From an optimization exercise on the open Yosys and OpenROAD flow, aimed at small area; shortcuts taken in it are not production practice. In this exercise RTL edits were held to simulation tests only and were not proved equivalent to the original. The clock input has no modelled driver; a real chip could not lean on it and would need a root buffer or a full tree. No activity file was given, so power comes from the tool's default toggle rates.

==> run F: inputs <==
Design VendingMachine, start of the top module:
module VendingMachine(
  input        clock,
  input        reset,
  input  [4:0] io_price,
  input        io_coin2Raw,
  input        io_coin5Raw,
  input        io_buyRaw,
  output       io_releaseCan,
  output       io_alarm,
  output [6:0] io_seg,
  output [3:0] io_an
);
  reg  [5:0] c2Deb, c5Deb, buyDeb;
  wire       coin2 = |c2Deb;
  always @(posedge clock)
    if (reset) c2Deb <= 6'h0;
    else if (io_coin2Raw) c2Deb <= 6'h3f;
    else if (c2Deb == 6'h2b) c2Deb <= 6'h0;
    else c2Deb <= {c2Deb[4:0], c2Deb[5] ^ c2Deb[4]};
  wire       coin5 = |c5Deb;
  always @(posedge clock)
    if (reset) c5Deb <= 6'h0;
    else if (io_coin5Raw) c5Deb <= 6'h3f;
    else if (c5Deb == 6'h2b) c5Deb <= 6'h0;
    else c5Deb <= {c5Deb[4:0], c5Deb[5] ^ c5Deb[4]};
  wire       buy = |buyDeb;
  always @(posedge clock)
    if (reset) buyDeb <= 6'h0;
    else if (io_buyRaw) buyDeb <= 6'h3f;
    else if (buyDeb == 6'h2b) buyDeb <= 6'h0;
  ...
export LEC_CHECK = 0
export CAP_MARGIN = 20
export CORE_MARGIN = 2
export CORE_UTILIZATION = 60
export SLEW_MARGIN = 20
create_clock -name core_clock -period 10.0 [get_ports {clock}]
standard.sh (not shown) runs the stock make flow with config.mk's settings and CLKGATE_MAP_FILE= SYNTH_SCRIPT=/design/flow/synth_recipe.tcl, a recipe that flattens the netlist after the stock synthesis.
==> flow/flow/run.sh <==
#!/bin/bash
# Own layout flow: the standard layout (standard.sh) with three changes:
#  - synthesis maps the logic with an area-only ABC script (no timing-driven
#    buffering or up-sizing; the 10 ns clock leaves ample slack),
#  - ports are buffered with sky130_fd_sc_hd__buf_1,
#  - the clock tree uses a few large clusters and no dummy loads.
# Each make run's full output goes to its own log file in the work folder.
set -euo pipefail
W=$PWD
F=$W/flow

# synthesis script: the standard flow's own, with the abc call pointed at our ABC script
{
  echo 'proc abc {args} {'
  echo '  set i [lsearch -exact $args -script]'
  echo "  if {\$i >= 0} { lset args [expr {\$i + 1}] $F/abc_min.script }"
  echo '  yosys abc {*}$args'
  echo '}'
  cat "$W/synth_recipe.tcl"
} > "$W/own_synth.tcl"

EXTRA=(
  "SYNTH_SCRIPT=$W/own_synth.tcl"
  "BUFFER_PORTS_ARGS=-buffer_cell sky130_fd_sc_hd__buf_1"
  "CTS_ARGS=-sink_clustering_enable -repair_clock_nets -dont_use_dummy_load -buf_list sky130_fd_sc_hd__clkbuf_8 -sink_clustering_size 30 -sink_clustering_max_diameter 150"
)

bash "$W/standard.sh" "${EXTRA[@]}" synth > "$W/synth.log" 2>&1
bash "$W/standard.sh" "${EXTRA[@]}" finish > "$W/layout.log" 2>&1
test -s "$W/out/final.def"
==> flow/flow/abc_min.script <==
strash
dch -f
map -a
topo
==> run H: changes against run F <==
==> flow/run.sh (new file) <==
#!/bin/bash
# synth_recipe.tcl (not shown) runs the flow's synth.tcl, then flattens the netlist and writes it again
# the make line also repeats each setting of config.mk as NAME=value (left out here)
make -C /OpenROAD-flow-scripts/flow DESIGN_CONFIG=/design/flow/config.mk WORK_HOME=/design/flow/orfs CLKGATE_MAP_FILE= SYNTH_SCRIPT=/design/flow/synth_recipe.tcl finish
- ABC_AREA: not set -> 1
removed: flow/flow/run.sh
removed: flow/flow/abc_min.script
removed: flow/standard.sh
==> impl_metrics.ini <==
[run_status]
status = timing/DRC/antenna clean

[grt]
met1_usage_pct = 33.33
grt.met2_usage_pct = 47.16

[cells_and_area]
finalNonFillerCells = 817
multi_input_gates = 518
nets = 765

[detailed_routing]
wl_met1_um = 4857
viasPerCell = 5.841
dr_wl_met2_um = 5210

[pwr]
p_sw_mw = 0.2606

[sta]
fin_crit_sh_pct = 73.44
# the run above: run F

==> impl_metrics.ini <==
[cells_and_area]
nets = 834

[detailed_routing]
wl_met1_um = 5562
viasPerCell = 5.657

[sta]
fin_crit_sh_pct = 73.16

[run_status]
status = timing/DRC/antenna clean

[grt]
met1_usage_pct = 38.87
# the run above: run H


==> branch maple <==
VendingMachine, a different RTL version from the one above (not shown whole).
==> module disp, before the edit <==
module disp(
  input        alarm,
  input        empty,
  input  [3:0] pos1,
  input  [3:0] pos2,
  input  [1:0] sel,
  input  [6:0] sum,
  input  [4:0] price,
  output [6:0] seg
);
  wire [6:0] t, num;
  wire [3:0] pos = alarm ? pos2 : pos1;
  txtc u_t(.alarm(alarm), .pos(pos), .sel(sel), .y(t));
  numseg u_num(.sel(sel), .sum(sum), .price(price), .o(num));
  assign seg = ~((alarm | empty) ? t : num);
endmodule
==> module txtc, before the edit <==
module txtc(alarm, pos, sel, y);
  input alarm;
  wire alarm;
  input [3:0] pos;
  wire [3:0] pos;
  input [1:0] sel;
  wire [1:0] sel;
  output [6:0] y;
  wire [6:0] y;
  wire _00_;
  wire _01_;
  wire _02_;
  wire _03_;
  wire _04_;
  wire _05_;
  wire _06_;
  wire _07_;
  wire _08_;
  wire _09_;
  wire _10_;
  wire _11_;
  wire _12_;
  wire _13_;
  wire _14_;
  wire _15_;
  wire _16_;
  wire _17_;
  wire _18_;
  wire _19_;
  wire _20_;
  wire _21_;
  wire _22_;
  wire _23_;
  wire _24_;
  wire _25_;
  wire _26_;
  wire _27_;
  wire _28_;
  wire _29_;
  wire _30_;
  wire _31_;
  wire _32_;
  wire _33_;
  wire _34_;
  wire _35_;
  wire _36_;
  wire _37_;
  wire _38_;
  wire _39_;
  wire _40_;
  assign _00_ = (~(sel[1]));
  assign _01_ = (~(pos[1])&~(_00_));
  assign _02_ = (~(pos[1])) | (~(_00_));
  assign _03_ = (~(pos[1])&~(_00_)) | (~(_02_));
  assign _04_ = (~(sel[0]));
  assign _05_ = (~(pos[0])&~(_03_)&~(_04_));
  assign _06_ = (~(_01_)&~(_05_));
  assign _07_ = (~(pos[2])&~(_06_));
  assign _08_ = ((pos[2])&(_06_));
  assign _09_ = (~(_07_)&~(_08_));
  assign _10_ = (~(pos[3])&~(_08_));
  assign _11_ = (~(_10_));
  assign _12_ = (~(_04_)&~(pos[0]));
  assign _13_ = (~(_04_)&~(_12_)) | (~(pos[0])&~(_12_));
  assign _14_ = (~(_13_));
  assign _15_ = (~(_03_)&~(_14_));
  assign _16_ = (~(pos[3]));
  assign _17_ = (~(_16_)&~(_07_));
  assign _18_ = (~(_17_));
  assign _19_ = (~(_11_)&~(_15_)) | (~(_18_));
  assign _20_ = (~(_09_)&(_19_));
  assign _21_ = (~(_04_)&~(_05_)) | (~(pos[0])&~(_05_)) | (~(_03_)&~(_05_));
  assign _22_ = (~(_21_));
  assign _23_ = (~(_17_)&~(_22_));
  assign _24_ = (~(_09_)&~(_13_));
  assign _25_ = (~(_11_)&~(_14_));
  assign _26_ = (~(alarm)&~(_24_)&~(_25_));
  assign _27_ = (~(alarm)&~(_26_)) | (~(_23_)&~(_26_));
  assign y[5] = (~(_20_)&~(_27_));
  assign _28_ = (~(_15_));
  assign _29_ = (~(alarm)&~(_21_));
  assign _30_ = (~(alarm)&~(_29_)&~(_19_)) | (~(_28_)&~(_29_)&~(_19_)) | (~(_21_)&~(_29_)&~(_19_));
  assign _31_ = (~(_10_)&~(_28_)) | (~(y[5]));
  assign _32_ = (~(_31_));
  assign _33_ = (~(y[5])&~(_30_));
  assign y[4] = (~(_30_)&~(_33_)) | (~(_32_)&~(_33_));
  assign _34_ = (~(_02_));
  assign _35_ = (~(_16_)&~(_14_));
  assign _36_ = (~(_35_));
  assign y[3] = (~(pos[2])&~(_34_)&~(_36_)) | (~(_31_)&~(_35_));
  assign _37_ = (~(alarm)&~(_19_));
  assign _38_ = (~(_32_)&~(_37_)) | (~(_23_));
  assign y[2] = (~(_38_));
  assign _39_ = (~(_28_)&~(_20_));
  assign _40_ = (~(pos[2])&~(alarm)) | (~(_39_));
  assign y[1] = (~(_37_)&~(_38_)) | (~(_40_));
  assign y[0] = (~(_31_)&~(pos[3])&~(_25_)) | (~(_31_)&~(_22_)&~(_25_)) | (~(_40_)&~(pos[3])&~(_25_)) | (~(_40_)&~(_22_)&~(_25_));
  assign y[6] = (~(_18_)&~(_31_)) | ((_30_));
endmodule
==> flow/config.mk <==
export PLATFORM = sky130hd
export DESIGN_NAME = VendingMachine
export DESIGN_NICKNAME = VendingMachine
export VERILOG_FILES = /design/flow/design.v
export SDC_FILE = /design/flow/constraint.sdc
export NUM_CORES = 4
export LEC_CHECK = 0
export CAP_MARGIN = 20
export CORE_MARGIN = 2
export CORE_UTILIZATION = 60
export GPL_TIMING_DRIVEN = 0
export SLEW_MARGIN = 20
==> flow/constraint.sdc <==
create_clock -name core_clock -period 10.0 [get_ports {clock}]
set_input_delay 2.0000 -clock core_clock [delete_from_list [all_inputs] [get_ports {clock}]]
set_output_delay 2.0000 -clock core_clock [all_outputs]
set_load 0.01 [all_outputs]
==> flow/flow/run.sh <==
#!/bin/bash
# Own layout flow: the standard layout (standard.sh) with these changes:
#  - synthesis leaves adders to ABC (no extract_fa / adder cells) and maps
#    the logic with an area-only ABC script (dch, amap, mfs2; no timing-driven
#    buffering or up-sizing; the 10 ns clock leaves ample slack),
#  - ports are buffered with sky130_fd_sc_hd__buf_1,
#  - the clock tree keeps only 4 of its leaf buffers, with a small root buffer
#    (collapse_clock.tcl).
# Each make run's full output goes to its own log file in the work folder.
set -euo pipefail
W=$PWD
F=$W/flow

# synthesis script: the standard flow's own, with the abc call pointed at our ABC script
{
  echo 'proc abc {args} {'
  echo '  set i [lsearch -exact $args -script]'
  echo "  if {\$i >= 0} { lset args [expr {\$i + 1}] $F/abc_min.script }"
  echo '  yosys abc {*}$args'
  echo '}'
  cat "$W/synth_recipe.tcl"
} > "$W/own_synth.tcl"

EXTRA=(
  "SYNTH_SCRIPT=$W/own_synth.tcl"
  "ADDER_MAP_FILE="
  "BUFFER_PORTS_ARGS=-buffer_cell sky130_fd_sc_hd__buf_1"
  "CTS_ARGS=-sink_clustering_enable -repair_clock_nets -dont_use_dummy_load -buf_list sky130_fd_sc_hd__clkbuf_8 -root_buf sky130_fd_sc_hd__clkbuf_8 -apply_ndr none"
  "POST_CTS_TCL=$F/collapse_clock.tcl"
)

bash "$W/standard.sh" "${EXTRA[@]}" synth > "$W/synth.log" 2>&1
bash "$W/standard.sh" "${EXTRA[@]}" finish > "$W/layout.log" 2>&1
test -s "$W/out/final.def"
==> flow/flow/abc_min.script <==
strash; dch -f; amap; mfs2; strash; dch -f; amap; topo
Other scripts of this flow, unchanged in this note and not shown: flow/flow/collapse_clock.tcl
==> branch lagoon: changes against branch maple <==
--- a/flow/design.v
+++ b/flow/design.v
@@ -78,44 +78,8 @@
 );
   wire [6:0] t, num;
-  wire [3:0] pos = alarm ? pos2 : pos1;
-  txtc u_t(.alarm(alarm), .pos(pos), .sel(sel), .y(t));
+  txtc u_t(.alarm(alarm), .pos1(pos1), .pos2(pos2), .sel(sel), .y(t));
   numseg u_num(.sel(sel), .sum(sum), .price(price), .o(num));
   assign seg = ~((alarm | empty) ? t : num);
 endmodule
-module deb_next(x, raw, reset, nx, on);
-  input [5:0] x;
-  wire [5:0] x;
-  input raw;
-  wire raw;
-  input reset;
-  wire reset;
-  output [5:0] nx;
-  wire [5:0] nx;
-  output on;
-  wire on;
-  wire _00_;
-  wire _01_;
-  wire _02_;
-  wire _03_;
-  wire _04_;
-  wire _05_;
-  wire _06_;
-  wire _07_;
-  assign _00_ = (~(reset));
-  assign _01_ = (~(raw));
-  assign nx[4] = ((_00_)&(_01_)&(x[3]));
-  assign _02_ = (~(raw)&~(x[2]));
-  assign nx[3] = (~(reset)&~(_02_));
-  assign _03_ = (~(raw)&~(x[1]));
-  assign nx[2] = (~(reset)&~(_03_));
-  assign _04_ = (~(x[0]));
-  assign nx[1] = (~(_01_)&~(reset)) | (~(_04_)&~(reset));
-  assign _05_ = ((x[5])) | (~(x[0]));
-  assign _06_ = (~(x[2])&~(x[1])&~(x[3])&~(x[4]));
-  assign _07_ = ((_06_)) | (~(x[5])) | (~(_04_));
-  assign nx[0] = (~(_01_)&~(reset)) | (~(_05_)&~(reset)) | (~(_07_)&~(reset));
-  assign nx[5] = ((_00_)&(_01_)&(x[4]));
-  assign on = ((x[5])) | (~(_06_));
-endmodule
 module ctrl_next(st, sum, numCan, coin2, coin5, buy, price, reset, st_n, sum_n, numCan_n, releaseCan, alarm, empty);
   input [2:0] st;
@@ -329,4 +293,170 @@
   assign alarm = (~(_061_)&~(_062_));
 endmodule
+module deb_next(x, raw, reset, nx, on);
+  input [5:0] x;
+  wire [5:0] x;
+  input raw;
+  wire raw;
+  input reset;
+  wire reset;
+  output [5:0] nx;
+  wire [5:0] nx;
+  output on;
+  wire on;
+  wire _00_;
+  wire _01_;
+  wire _02_;
+  wire _03_;
+  wire _04_;
+  wire _05_;
+  wire _06_;
+  wire _07_;
+  assign _00_ = (~(reset));
+  assign _01_ = (~(raw));
+  assign nx[4] = ((_00_)&(_01_)&(x[3]));
+  assign _02_ = (~(raw)&~(x[2]));
+  assign nx[3] = (~(reset)&~(_02_));
+  assign _03_ = (~(raw)&~(x[1]));
+  assign nx[2] = (~(reset)&~(_03_));
+  assign _04_ = (~(x[0]));
+  assign nx[1] = (~(_01_)&~(reset)) | (~(_04_)&~(reset));
+  assign _05_ = ((x[5])) | (~(x[0]));
+  assign _06_ = (~(x[2])&~(x[1])&~(x[3])&~(x[4]));
+  assign _07_ = ((_06_)) | (~(x[5])) | (~(_04_));
+  assign nx[0] = (~(_01_)&~(reset)) | (~(_05_)&~(reset)) | (~(_07_)&~(reset));
+  assign nx[5] = ((_00_)&(_01_)&(x[4]));
+  assign on = ((x[5])) | (~(_06_));
+endmodule
+module numseg(sel, sum, price, o);
+  input [1:0] sel;
+  wire [1:0] sel;
+  input [6:0] sum;
+  wire [6:0] sum;
+  input [4:0] price;
+  wire [4:0] price;
+  output [6:0] o;
+  wire [6:0] o;
+  wire _000_;
+  wire _001_;
+  wire _002_;
+  wire _003_;
+  wire _004_;
+  wire _005_;
+  wire _006_;
+  wire _007_;
+  wire _008_;
+  wire _009_;
+  wire _010_;
+  wire _011_;
+  wire _012_;
+  wire _013_;
+  wire _014_;
+  wire _015_;
+  wire _016_;
+  wire _017_;
+  wire _018_;
+  wire _019_;
+  wire _020_;
+  wire _021_;
+  wire _022_;
+  wire _023_;
+  wire _024_;
+  wire _025_;
+  wire _026_;
+  wire _027_;
+  wire _028_;
+  wire _029_;
+  wire _030_;
+  wire _031_;
+  wire _032_;
+  wire _033_;
+  wire _034_;
+  wire _035_;
+  wire _036_;
+  wire _037_;
+  wire _038_;
+  wire _039_;
+  wire _040_;
+  wire _041_;
+  wire _042_;
+  wire _043_;
+  wire _044_;
+  wire _045_;
+  wire _046_;
+  wire _047_;
+  wire _048_;
+  wire _049_;
+  wire _050_;
+  wire _051_;
+  wire _052_;
+  wire _053_;
+  wire _054_;
+  wire _055_;
+  wire _056_;
+  assign _000_ = (~(sel[1]));
+  assign _001_ = (~(_000_)&~(sum[0]));
+  assign _002_ = (~(sel[1])&~(price[0]));
+  assign _003_ = (~(sel[1])) | (~(sum[6]));
+  assign _004_ = (~(sum[4])&~(_003_)&~(sum[5]));
+  assign _005_ = (~(_000_)&~(sum[6]));
+  assign _006_ = (~(sum[5])) | (~(_005_));
+  assign _007_ = (~(sum[3])&~(_006_)&~(sum[4]));
+  assign _008_ = (~(_006_)&~(_007_));
+  assign _009_ = (~(_004_)&~(_008_));
+  assign _010_ = (~(_000_)&~(sum[3])) | (~(sel[1])&~(price[3]));
+  assign _011_ = (~(_009_)&~(_010_));
+  assign _012_ = (~(_009_)&~(_011_)) | (~(_010_)&~(_011_));
+  assign _013_ = (~(sum[4])&~(_005_));
+  assign _014_ = (~(sum[4])&~(_013_)) | (~(_003_)&~(_013_));
+  assign _015_ = (~(sel[1])&~(price[4]));
+  assign _016_ = (~(_014_)&~(_015_));
+  assign _017_ = (~(sum[3])&~(_006_)) | (~(_016_));
+  assign _018_ = (~(_000_)&~(sum[2])) | (~(sel[1])&~(price[2]));
+  assign _019_ = (~(_018_));
+  assign _020_ = (~(_012_)&~(_017_)&~(_019_));
+  assign _021_ = (~(_003_)&~(_020_)&(sum[5]));
+  assign _022_ = (~(sel[0])&~(_021_));
+  assign _023_ = (~(_022_));
+  assign _024_ = (~(_004_)&~(_007_));
+  assign _025_ = (~(_017_)&~(_020_)) | (~(_024_));
+  assign _026_ = (~(_025_));
+  assign _027_ = (~(_019_)&~(_026_));
+  assign _028_ = (~(_000_)&~(sum[1])) | (~(sel[1])&~(price[1]));
+  assign _029_ = ((_027_)) | ((_028_));
+  assign _030_ = (~(_012_)) | (~(_029_));
+  assign _031_ = (~(_018_)&~(_025_));
+  assign _032_ = (~(_019_)&~(_017_)) | (~(_024_));
+  assign _033_ = (~(_012_)&~(_032_)) | (~(_030_)&~(_031_));
+  assign _034_ = ((_021_)) | (~(sel[0]));
+  assign _035_ = (~(_001_)&~(_002_)&~(_023_)) | (~(_033_)&~(_034_));
+  assign _036_ = (~(_019_)&~(_017_));
+  assign _037_ = ((_012_)&(_036_)) | ((_029_)&(_036_)) | ((_012_)&(_030_)) | ((_029_)&(_030_));
+  assign _038_ = (~(_033_));
+  assign _039_ = (~(_028_)) | (~(_038_));
+  assign _040_ = (~(_039_));
+  assign _041_ = (~(_028_)&~(_038_));
+  assign _042_ = (~(_040_)&~(_041_));
+  assign _043_ = (~(_026_)&~(_034_)) | (~(_023_)&~(_042_));
+  assign _044_ = (~(_043_));
+  assign _045_ = (~(_003_)&~(_034_)) | (~(_023_)&~(_037_)) | (~(_044_));
+  assign _046_ = (~(_045_));
+  assign _047_ = (~(_027_)&~(_031_));
+  assign _048_ = (~(_039_)&~(_047_));
+  assign _049_ = (~(_027_)&~(_031_)&~(_040_));
+  assign _050_ = (~(_023_)&~(_048_)&~(_049_)) | (~(_009_)&~(_022_));
+  assign o[4] = (~(_045_)&~(_050_)) | (~(_035_)&~(_046_));
+  assign _051_ = (~(_050_));
+  assign _052_ = (~(_035_)&~(_051_));
+  assign _053_ = (~(_035_)&~(_052_)) | (~(_051_)&~(_052_));
+  assign _054_ = (~(_043_)&~(_053_));
+  assign _055_ = (~(_044_)&~(_052_));
+  assign o[5] = (~(_055_));
+  assign _056_ = (~(_051_)&~(o[5]));
+  assign o[3] = (~(_054_)&~(_056_));
+  assign o[2] = (~(_035_)&~(_055_)) | (~(o[4]));
+  assign o[1] = (~(_035_)&~(_045_)) | (~(_046_)&~(_052_));
+  assign o[0] = ((_053_)) | (~(_046_));
+  assign o[6] = (~(_046_)&~(_056_)) | (~(_051_)&~(_056_));
+endmodule
 module scroll_next(scr, pos1, pos2, alarm, empty, reset, scr_n, pos1_n, pos2_n);
   input [7:0] scr;
@@ -480,112 +610,15 @@
   assign tick_n[4] = (~(_06_)&(tick[3]));
 endmodule
-module txtc(alarm, pos, sel, y);
+module txtc(alarm, pos1, pos2, sel, y);
   input alarm;
   wire alarm;
-  input [3:0] pos;
-  wire [3:0] pos;
+  input [3:0] pos1;
+  wire [3:0] pos1;
+  input [3:0] pos2;
+  wire [3:0] pos2;
   input [1:0] sel;
   wire [1:0] sel;
   output [6:0] y;
   wire [6:0] y;
-  wire _00_;
-  wire _01_;
-  wire _02_;
-  wire _03_;
-  wire _04_;
-  wire _05_;
-  wire _06_;
-  wire _07_;
-  wire _08_;
-  wire _09_;
-  wire _10_;
-  wire _11_;
-  wire _12_;
-  wire _13_;
-  wire _14_;
-  wire _15_;
-  wire _16_;
-  wire _17_;
-  wire _18_;
-  wire _19_;
-  wire _20_;
-  wire _21_;
-  wire _22_;
-  wire _23_;
-  wire _24_;
-  wire _25_;
-  wire _26_;
-  wire _27_;
-  wire _28_;
-  wire _29_;
-  wire _30_;
-  wire _31_;
-  wire _32_;
-  wire _33_;
-  wire _34_;
-  wire _35_;
-  wire _36_;
-  wire _37_;
-  wire _38_;
-  wire _39_;
-  wire _40_;
-  assign _00_ = (~(sel[1]));
-  assign _01_ = (~(pos[1])&~(_00_));
-  assign _02_ = (~(pos[1])) | (~(_00_));
-  assign _03_ = (~(pos[1])&~(_00_)) | (~(_02_));
-  assign _04_ = (~(sel[0]));
-  assign _05_ = (~(pos[0])&~(_03_)&~(_04_));
-  assign _06_ = (~(_01_)&~(_05_));
-  assign _07_ = (~(pos[2])&~(_06_));
-  assign _08_ = ((pos[2])&(_06_));
-  assign _09_ = (~(_07_)&~(_08_));
-  assign _10_ = (~(pos[3])&~(_08_));
-  assign _11_ = (~(_10_));
-  assign _12_ = (~(_04_)&~(pos[0]));
-  assign _13_ = (~(_04_)&~(_12_)) | (~(pos[0])&~(_12_));
-  assign _14_ = (~(_13_));
-  assign _15_ = (~(_03_)&~(_14_));
-  assign _16_ = (~(pos[3]));
-  assign _17_ = (~(_16_)&~(_07_));
-  assign _18_ = (~(_17_));
-  assign _19_ = (~(_11_)&~(_15_)) | (~(_18_));
-  assign _20_ = (~(_09_)&(_19_));
-  assign _21_ = (~(_04_)&~(_05_)) | (~(pos[0])&~(_05_)) | (~(_03_)&~(_05_));
-  assign _22_ = (~(_21_));
-  assign _23_ = (~(_17_)&~(_22_));
-  assign _24_ = (~(_09_)&~(_13_));
-  assign _25_ = (~(_11_)&~(_14_));
-  assign _26_ = (~(alarm)&~(_24_)&~(_25_));
-  assign _27_ = (~(alarm)&~(_26_)) | (~(_23_)&~(_26_));
-  assign y[5] = (~(_20_)&~(_27_));
-  assign _28_ = (~(_15_));
-  assign _29_ = (~(alarm)&~(_21_));
-  assign _30_ = (~(alarm)&~(_29_)&~(_19_)) | (~(_28_)&~(_29_)&~(_19_)) | (~(_21_)&~(_29_)&~(_19_));
-  assign _31_ = (~(_10_)&~(_28_)) | (~(y[5]));
-  assign _32_ = (~(_31_));
-  assign _33_ = (~(y[5])&~(_30_));
-  assign y[4] = (~(_30_)&~(_33_)) | (~(_32_)&~(_33_));
-  assign _34_ = (~(_02_));
-  assign _35_ = (~(_16_)&~(_14_));
-  assign _36_ = (~(_35_));
-  assign y[3] = (~(pos[2])&~(_34_)&~(_36_)) | (~(_31_)&~(_35_));
-  assign _37_ = (~(alarm)&~(_19_));
-  assign _38_ = (~(_32_)&~(_37_)) | (~(_23_));
-  assign y[2] = (~(_38_));
-  assign _39_ = (~(_28_)&~(_20_));
-  assign _40_ = (~(pos[2])&~(alarm)) | (~(_39_));
-  assign y[1] = (~(_37_)&~(_38_)) | (~(_40_));
-  assign y[0] = (~(_31_)&~(pos[3])&~(_25_)) | (~(_31_)&~(_22_)&~(_25_)) | (~(_40_)&~(pos[3])&~(_25_)) | (~(_40_)&~(_22_)&~(_25_));
-  assign y[6] = (~(_18_)&~(_31_)) | ((_30_));
-endmodule
-module numseg(sel, sum, price, o);
-  input [1:0] sel;
-  wire [1:0] sel;
-  input [6:0] sum;
-  wire [6:0] sum;
-  input [4:0] price;
-  wire [4:0] price;
-  output [6:0] o;
-  wire [6:0] o;
   wire _000_;
   wire _001_;
@@ -639,73 +672,61 @@
   wire _049_;
   wire _050_;
-  wire _051_;
-  wire _052_;
-  wire _053_;
-  wire _054_;
-  wire _055_;
-  wire _056_;
-  assign _000_ = (~(sel[1]));
-  assign _001_ = (~(_000_)&~(sum[0]));
-  assign _002_ = (~(sel[1])&~(price[0]));
-  assign _003_ = (~(sel[1])) | (~(sum[6]));
-  assign _004_ = (~(sum[4])&~(_003_)&~(sum[5]));
-  assign _005_ = (~(_000_)&~(sum[6]));
-  assign _006_ = (~(sum[5])) | (~(_005_));
-  assign _007_ = (~(sum[3])&~(_006_)&~(sum[4]));
-  assign _008_ = (~(_006_)&~(_007_));
-  assign _009_ = (~(_004_)&~(_008_));
-  assign _010_ = (~(_000_)&~(sum[3])) | (~(sel[1])&~(price[3]));
-  assign _011_ = (~(_009_)&~(_010_));
-  assign _012_ = (~(_009_)&~(_011_)) | (~(_010_)&~(_011_));
-  assign _013_ = (~(sum[4])&~(_005_));
-  assign _014_ = (~(sum[4])&~(_013_)) | (~(_003_)&~(_013_));
-  assign _015_ = (~(sel[1])&~(price[4]));
-  assign _016_ = (~(_014_)&~(_015_));
-  assign _017_ = (~(sum[3])&~(_006_)) | (~(_016_));
-  assign _018_ = (~(_000_)&~(sum[2])) | (~(sel[1])&~(price[2]));
+  assign _000_ = (~(alarm));
+  assign _001_ = (~(_000_)&~(pos2[1])) | (~(alarm)&~(pos1[1]));
+  assign _002_ = (~(sel[1])&~(_001_));
+  assign _003_ = ((sel[1])&(_001_));
+  assign _004_ = (~(_002_)&~(_003_));
+  assign _005_ = (~(_004_));
+  assign _006_ = (~(_000_)&~(pos2[0])) | (~(alarm)&~(pos1[0]));
+  assign _007_ = ((sel[0])&(_006_));
+  assign _008_ = (~(sel[0])&~(_006_));
+  assign _009_ = (~(_008_));
+  assign _010_ = ((_007_)) | (~(_009_));
+  assign _011_ = (~(_005_)&~(_010_));
+  assign _012_ = (~(_011_));
+  assign _013_ = (~(pos2[2])&~(_012_)&~(_000_));
+  assign _014_ = (~(pos2[3]));
+  assign _015_ = (~(_003_)&~(_007_)) | (~(sel[1])&~(_001_));
+  assign _016_ = (~(pos2[2])&~(_015_));
+  assign _017_ = (~(_014_)&~(_016_)) | (~(alarm));
+  assign _018_ = (~(_005_)&~(_009_)) | (~(_004_)&~(_008_));
   assign _019_ = (~(_018_));
-  assign _020_ = (~(_012_)&~(_017_)&~(_019_));
-  assign _021_ = (~(_003_)&~(_020_)&(sum[5]));
-  assign _022_ = (~(sel[0])&~(_021_));
-  assign _023_ = (~(_022_));
-  assign _024_ = (~(_004_)&~(_007_));
-  assign _025_ = (~(_017_)&~(_020_)) | (~(_024_));
-  assign _026_ = (~(_025_));
-  assign _027_ = (~(_019_)&~(_026_));
-  assign _028_ = (~(_000_)&~(sum[1])) | (~(sel[1])&~(price[1]));
-  assign _029_ = ((_027_)) | ((_028_));
-  assign _030_ = (~(_012_)) | (~(_029_));
-  assign _031_ = (~(_018_)&~(_025_));
-  assign _032_ = (~(_019_)&~(_017_)) | (~(_024_));
-  assign _033_ = (~(_012_)&~(_032_)) | (~(_030_)&~(_031_));
-  assign _034_ = ((_021_)) | (~(sel[0]));
-  assign _035_ = (~(_001_)&~(_002_)&~(_023_)) | (~(_033_)&~(_034_));
-  assign _036_ = (~(_019_)&~(_017_));
-  assign _037_ = ((_012_)&(_036_)) | ((_029_)&(_036_)) | ((_012_)&(_030_)) | ((_029_)&(_030_));
-  assign _038_ = (~(_033_));
-  assign _039_ = (~(_028_)) | (~(_038_));
-  assign _040_ = (~(_039_));
-  assign _041_ = (~(_028_)&~(_038_));
-  assign _042_ = (~(_040_)&~(_041_));
-  assign _043_ = (~(_026_)&~(_034_)) | (~(_023_)&~(_042_));
-  assign _044_ = (~(_043_));
-  assign _045_ = (~(_003_)&~(_034_)) | (~(_023_)&~(_037_)) | (~(_044_));
-  assign _046_ = (~(_045_));
-  assign _047_ = (~(_027_)&~(_031_));
-  assign _048_ = (~(_039_)&~(_047_));
-  assign _049_ = (~(_027_)&~(_031_)&~(_040_));
-  assign _050_ = (~(_023_)&~(_048_)&~(_049_)) | (~(_009_)&~(_022_));
-  assign o[4] = (~(_045_)&~(_050_)) | (~(_035_)&~(_046_));
-  assign _051_ = (~(_050_));
-  assign _052_ = (~(_035_)&~(_051_));
-  assign _053_ = (~(_035_)&~(_052_)) | (~(_051_)&~(_052_));
-  assign _054_ = (~(_043_)&~(_053_));
-  assign _055_ = (~(_044_)&~(_052_));
-  assign o[5] = (~(_055_));
-  assign _056_ = (~(_051_)&~(o[5]));
-  assign o[3] = (~(_054_)&~(_056_));
-  assign o[2] = (~(_035_)&~(_055_)) | (~(o[4]));
-  assign o[1] = (~(_035_)&~(_045_)) | (~(_046_)&~(_052_));
-  assign o[0] = ((_053_)) | (~(_046_));
-  assign o[6] = (~(_046_)&~(_056_)) | (~(_051_)&~(_056_));
+  assign _020_ = (~(_014_)&~(_017_)&~(_019_)) | (~(_016_)&~(_017_)&~(_019_));
+  assign _021_ = (~(_013_)&~(_020_));
+  assign _022_ = (~(pos1[2])&~(_015_)) | (~(_000_));
+  assign _023_ = (~(pos1[2])&~(_022_)) | (~(_015_)&~(_022_));
+  assign _024_ = (~(_010_)&~(_023_));
+  assign _025_ = (~(pos2[2])&~(pos2[3])) | (~(_015_)&~(pos2[3]));
+  assign _026_ = (~(pos1[3]));
+  assign _027_ = (~(_026_)) | (~(_022_));
+  assign _028_ = (~(sel[1])&(pos1[1]));
+  assign _029_ = (~(pos1[2])&~(_026_)&~(_028_));
+  assign _030_ = (~(sel[0])&~(pos1[0]));
+  assign _031_ = (~(sel[0])&~(_030_)) | (~(pos1[0])&~(_030_));
+  assign _032_ = (~(pos1[2])&~(_029_)&~(_031_)) | (~(_028_)&~(_029_)&~(_031_));
+  assign _033_ = (~(_018_)&~(_032_));
+  assign _034_ = (~(_018_)&~(_033_)) | (~(_032_)&~(_033_));
+  assign _035_ = (~(_026_)&~(_022_)) | (~(_027_)) | (~(_000_)) | (~(_034_));
+  assign _036_ = (~(_017_)&~(_025_)) | (~(_035_));
+  assign _037_ = (~(_023_));
+  assign _038_ = (~(pos1[3])&~(_031_));
+  assign _039_ = (~(_037_)&~(_038_));
+  assign _040_ = (~(_036_));
+  assign _041_ = (~(_012_)&~(_037_)) | (~(_011_)&~(_023_));
+  assign y[1] = (~(_040_)&~(_041_)) | (~(_021_));
+  assign _042_ = (~(_039_)&~(y[1]));
+  assign _043_ = (~(_024_)&~(_042_));
+  assign _044_ = (~(_024_)&~(_043_)) | (~(_036_)&~(_043_));
+  assign y[5] = (~(pos2[3])&~(_021_)) | (~(_044_));
+  assign y[4] = (~(_013_)&~(_042_)) | (~(_024_)&~(_040_));
+  assign _045_ = (~(_031_)&~(_035_));
+  assign _046_ = (~(_023_)&~(_045_));
+  assign y[3] = (~(_032_)&~(_046_)) | (~(_021_));
+  assign _047_ = (~(_020_)&(_035_));
+  assign y[2] = (~(pos2[3])&~(_021_)) | (~(_047_));
+  assign _048_ = (~(alarm)&~(_018_)&~(_026_));
+  assign y[0] = (~(_014_)&~(_021_)) | (~(_044_)&~(_048_));
+  assign _049_ = ((_026_)) | ((y[2])) | ((_011_));
+  assign _050_ = (~(y[4])&~(y[2]));
+  assign y[6] = (~(y[3])&~(_050_)) | (~(_049_)&~(_050_)) | (~(y[4])&~(_050_));
 endmodule
--- a/flow/flow/run.sh
+++ b/flow/flow/run.sh
@@ -2,5 +2,5 @@
 # Own layout flow: the standard layout (standard.sh) with these changes:
 #  - synthesis leaves adders to ABC (no extract_fa / adder cells) and maps
-#    the logic with an area-only ABC script (dch, amap, mfs2; no timing-driven
+#    the logic with an area-only ABC script (dc2, dch, amap; no timing-driven
 #    buffering or up-sizing; the 10 ns clock leaves ample slack),
 #  - ports are buffered with sky130_fd_sc_hd__buf_1,
==> flow/flow/abc_min.script (replaced) <==
strash; dc2; dc2; dch -f; amap; topo
==> notes.md <==
                                                                                     branch maple            branch lagoon
Slew at the pin with the worst max-slew slack                                            0.804 ns                 0.748 ns
Status                                                                    complete, no violations  complete, no violations
Fraction of area in multi-input gates                                                       47.5%                    48.6%
Worst-case hold slack                                                                    0.428 ns                 0.423 ns
Syn_area_per_cell                                                                        7.18 um2                 7.16 um2
Worst voltage drop across the vdd grid                                                   0.133 mV                 0.131 mV
Flop2flop setup slack                                                                     6.15 ns                  6.42 ns
Net Sw Frac                                                                                 39.6%                    40.5%
Via/cell ratio                                                                               5.64                     5.72
Setup WS pre-CTS                                                                          2.74 ns                  3.03 ns
ClkCell Share                                                                               2.00%                    1.97%
Cell area after layout                                                                   3010 um2                 3060 um2
Post-synthesis simple-gate area fraction                                                    27.8%                    29.2%
Buffers and inverters on the worst path                                                         6                        5
Final setup skew                                                                        0.0339 ns                0.0133 ns
Post-synthesis instance area                                                             2800 um2                 2840 um2
Total chip power                                                                           647 uW                   672 uW
Internal power                                                                             391 uW                   400 uW
Logic depth of the worst path, buffers included                                                26                       19
Number of violations reported at the end of detailed-routing iteration 0                      123                      152
Wire length of the first global-routing pass                                              10.1 mm                  10.1 mm
Shortest clock period the worst path allows after layout                                  7.66 ns                  7.00 ns
Met2 layer wire length in the routed design                                               2.58 mm                  2.64 mm

[separate check: timing with driven ports]
Ports are ideal in the flow. The routed layouts listed here were re-timed in OpenROAD. Step 1: set_driving_cell puts a clkbuf_16 on clock and a buf_2 on each other input, an assumption about the parent block. Step 2 times the ports against the registers' clock, not the clock port: input delays grow and output delays shrink by t, the midpoint of the rising clock arrivals with the driver on. Slacks: ideal ports / drivers / drivers and shift; pairs: ideal ports / drivers.
run | shift t [ns] | setup WS [ns] | worst register clock-pin slew, ns
run F | 0.344 | 2.656 / 2.634 / 2.634 | 0.06 / 0.06
run H | 0.365 | 2.684 / 2.663 / 2.663 | 0.08 / 0.08
branch maple | 0.412 | 2.342 / 2.318 / 2.679 | 0.10 / 0.10
branch lagoon | 0.419 | 2.997 / 2.973 / 2.973 | 0.09 / 0.09
After both steps every run listed still meets setup and hold. The setup slack of branch lagoon, which loses most, moves by -0.024 ns with the drivers and by -0.024 ns with both steps.
